From an optimization exercise on the open Yosys and OpenROAD flow, aimed at small area; shortcuts taken in it are not production practice.
Only simulation tests tie the RTL to the original design; equivalence was not proved.
Power and IR drop assume default switching activity.

## job 101
==> flow/design.v (excerpt) <==
module snake_top(
	input CLOCK_50,
	input [4:0] KEY,            
	output [3:0] VGA_R,
	output [3:0] VGA_G,
	output [3:0] VGA_B,
	output VGA_HS,
	output VGA_VS,
	output [6:0] HEX0,
	output [6:0] HEX1,
	output [6:0] HEX2,
	output [6:0] HEX3,
	output [6:0] HEX4,
	output [6:0] HEX5
);
For scale: ~310 flip-flops, roughly 62 I/O pins.
Settings: LEC_CHECK=0, CAP_MARGIN=20, CORE_MARGIN=2, CORE_UTILIZATION=60, SLEW_MARGIN=20; clock period 20.0 ns.
standard.sh (not shown) runs the stock make flow with config.mk's settings and CLKGATE_MAP_FILE= SYNTH_SCRIPT=/design/flow/synth_recipe.tcl, a recipe that flattens the netlist after the stock synthesis.
==> flow/flow/run.sh <==
#!/bin/bash
# The standard ORFS layout (standard.sh, unchanged) with two settings
# passed through the environment:
#  - the port buffers that buffer_ports inserts use the smallest buffer
#    (every input and output port still gets its own buffer);
#  - clock tree synthesis clusters the flip-flops up to 10 to a buffer
#    within 40 um, uses clkbuf_4 and adds no dummy loads.
# standard.sh's output goes to standard.log; ORFS keeps each tool's log
# under orfs/logs/.
set -o pipefail
export BUFFER_PORTS_ARGS="-buffer_cell sky130_fd_sc_hd__buf_1"
export CTS_ARGS="-sink_clustering_enable -repair_clock_nets -sink_clustering_size 10 -sink_clustering_max_diameter 50 -buf_list sky130_fd_sc_hd__clkbuf_4 -dont_use_dummy_load"
bash standard.sh > standard.log 2>&1
For job 102, these inputs were changed with respect to job 101:
--- a/flow/flow/run.sh
+++ b/flow/flow/run.sh
@@ -11,3 +11,3 @@
 export BUFFER_PORTS_ARGS="-buffer_cell sky130_fd_sc_hd__buf_1"
-export CTS_ARGS="-sink_clustering_enable -repair_clock_nets -sink_clustering_size 10 -sink_clustering_max_diameter 50 -buf_list sky130_fd_sc_hd__clkbuf_4 -dont_use_dummy_load"
+export CTS_ARGS="-sink_clustering_enable -repair_clock_nets -sink_clustering_size 11 -sink_clustering_max_diameter 40 -buf_list sky130_fd_sc_hd__clkbuf_4 -dont_use_dummy_load"
 bash standard.sh > standard.log 2>&1
--- outcome ---
Job 101 and job 102 ended up with roughly the same routed length on met1.
On global routing usage on met2, job 101 tracks job 102 almost exactly.
The clock latency of the later-clocked register in the worst-skew pair was comparable across job 101 and job 102.
Setup slack across job 101 and job 102: no real change.
Comparing job 101 with job 102, the growth of design area from synthesis to finish came out essentially unchanged.
Between job 101 and job 102, the difference in number of standard cells in the layout, taps in and fillers out is negligible.

* * *

the baseline:
snake_top, a different RTL version from the one above (not shown whole).
For scale: about 300 flip-flops, about 62 I/O pins, roughly 14,000 um^2 of cells after synthesis.
// snake_top
module snake_top(
	input CLOCK_50,
	input [4:0] KEY,            
	output [3:0] VGA_R,
	output [3:0] VGA_G,
	output [3:0] VGA_B,
	output VGA_HS,
	output VGA_VS,
	output [6:0] HEX0,
	output [6:0] HEX1,
	output [6:0] HEX2,
	output [6:0] HEX3,
	output [6:0] HEX4,
	output [6:0] HEX5
);
clock: 20.0 ns
lec_check: 0
cap_margin: 20
core_margin: 2
core_utilization: 75
slew_margin: 20
==> flow/flow/run.sh <==
#!/bin/bash
# The standard ORFS layout (standard.sh, unchanged) with two settings
# passed through the environment:
#  - the port buffers that buffer_ports inserts use the smallest buffer
#    (every input and output port still gets its own buffer);
#  - clock tree synthesis clusters the flip-flops up to 10 to a buffer
#    within 40 um, uses clkbuf_4 and adds no dummy loads.
# standard.sh's output goes to standard.log; ORFS keeps each tool's log
# under orfs/logs/.
set -o pipefail
export BUFFER_PORTS_ARGS="-buffer_cell sky130_fd_sc_hd__buf_1"
export CTS_ARGS="-sink_clustering_enable -repair_clock_nets -sink_clustering_size 10 -sink_clustering_max_diameter 40 -buf_list sky130_fd_sc_hd__clkbuf_4 -dont_use_dummy_load"
bash standard.sh > standard.log 2>&1
The baseline | stages: all done | timing, DRC, antenna: all pass
Inputs modified between the baseline and the candidate:
# the baseline
export LEC_CHECK = 0
export CAP_MARGIN = 20
export CORE_MARGIN = 2
export CORE_UTILIZATION = 75
export SLEW_MARGIN = 20
create_clock -name core_clock -period 20.0 [get_ports {CLOCK_50}]
# the candidate
export LEC_CHECK = 0
export CAP_MARGIN = 20
export CORE_MARGIN = 2
export CORE_UTILIZATION = 60
export GPL_TIMING_DRIVEN = 0
export SLEW_MARGIN = 20
create_clock -name core_clock -period 20.0 [get_ports {CLOCK_50}]
Results
Going from the baseline to the candidate, fraction of power consumed by the clock network fell by 0.2 points, post-route worst hold slack now smaller, highest achievable clock rate fell by about 4.4%.

[what the ideal ports hide]
The results above use ideal ports. As a check the final layouts listed here were re-extracted and re-timed, cells and wires unchanged. Step 1 (the two cells are an assumption about what drives the block):
set clk [get_ports {CLOCK_50}]
set_driving_cell -lib_cell sky130_fd_sc_hd__clkbuf_16 $clk
set_driving_cell -lib_cell sky130_fd_sc_hd__buf_2 [delete_from_list [all_inputs] $clk]
Step 2 also shifts input and output timing later by t, the mid clock arrival at the registers, as if the neighbouring blocks saw the same clock. Three values: no drivers, after step 1, after step 2; two values: the first two.
| run | t (ns) | slack for setup (ns) | worst data-port slew with drivers (ns) | cell pins on the clock port's net |
|---|---|---|---|---|
| job 101 | 0.653 | 12.193 / 12.150 / 12.803 | 0.03 | 1 |
| job 102 | 0.650 | 12.194 / 12.154 / 12.804 | 0.03 | 1 |
| the baseline | 0.653 | 11.294 / 11.254 / 11.907 | 0.03 | 1 |
| the candidate | 0.664 | 10.894 / 10.853 / 11.518 | 0.03 | 1 |
After both steps setup and hold are still met in every run listed.
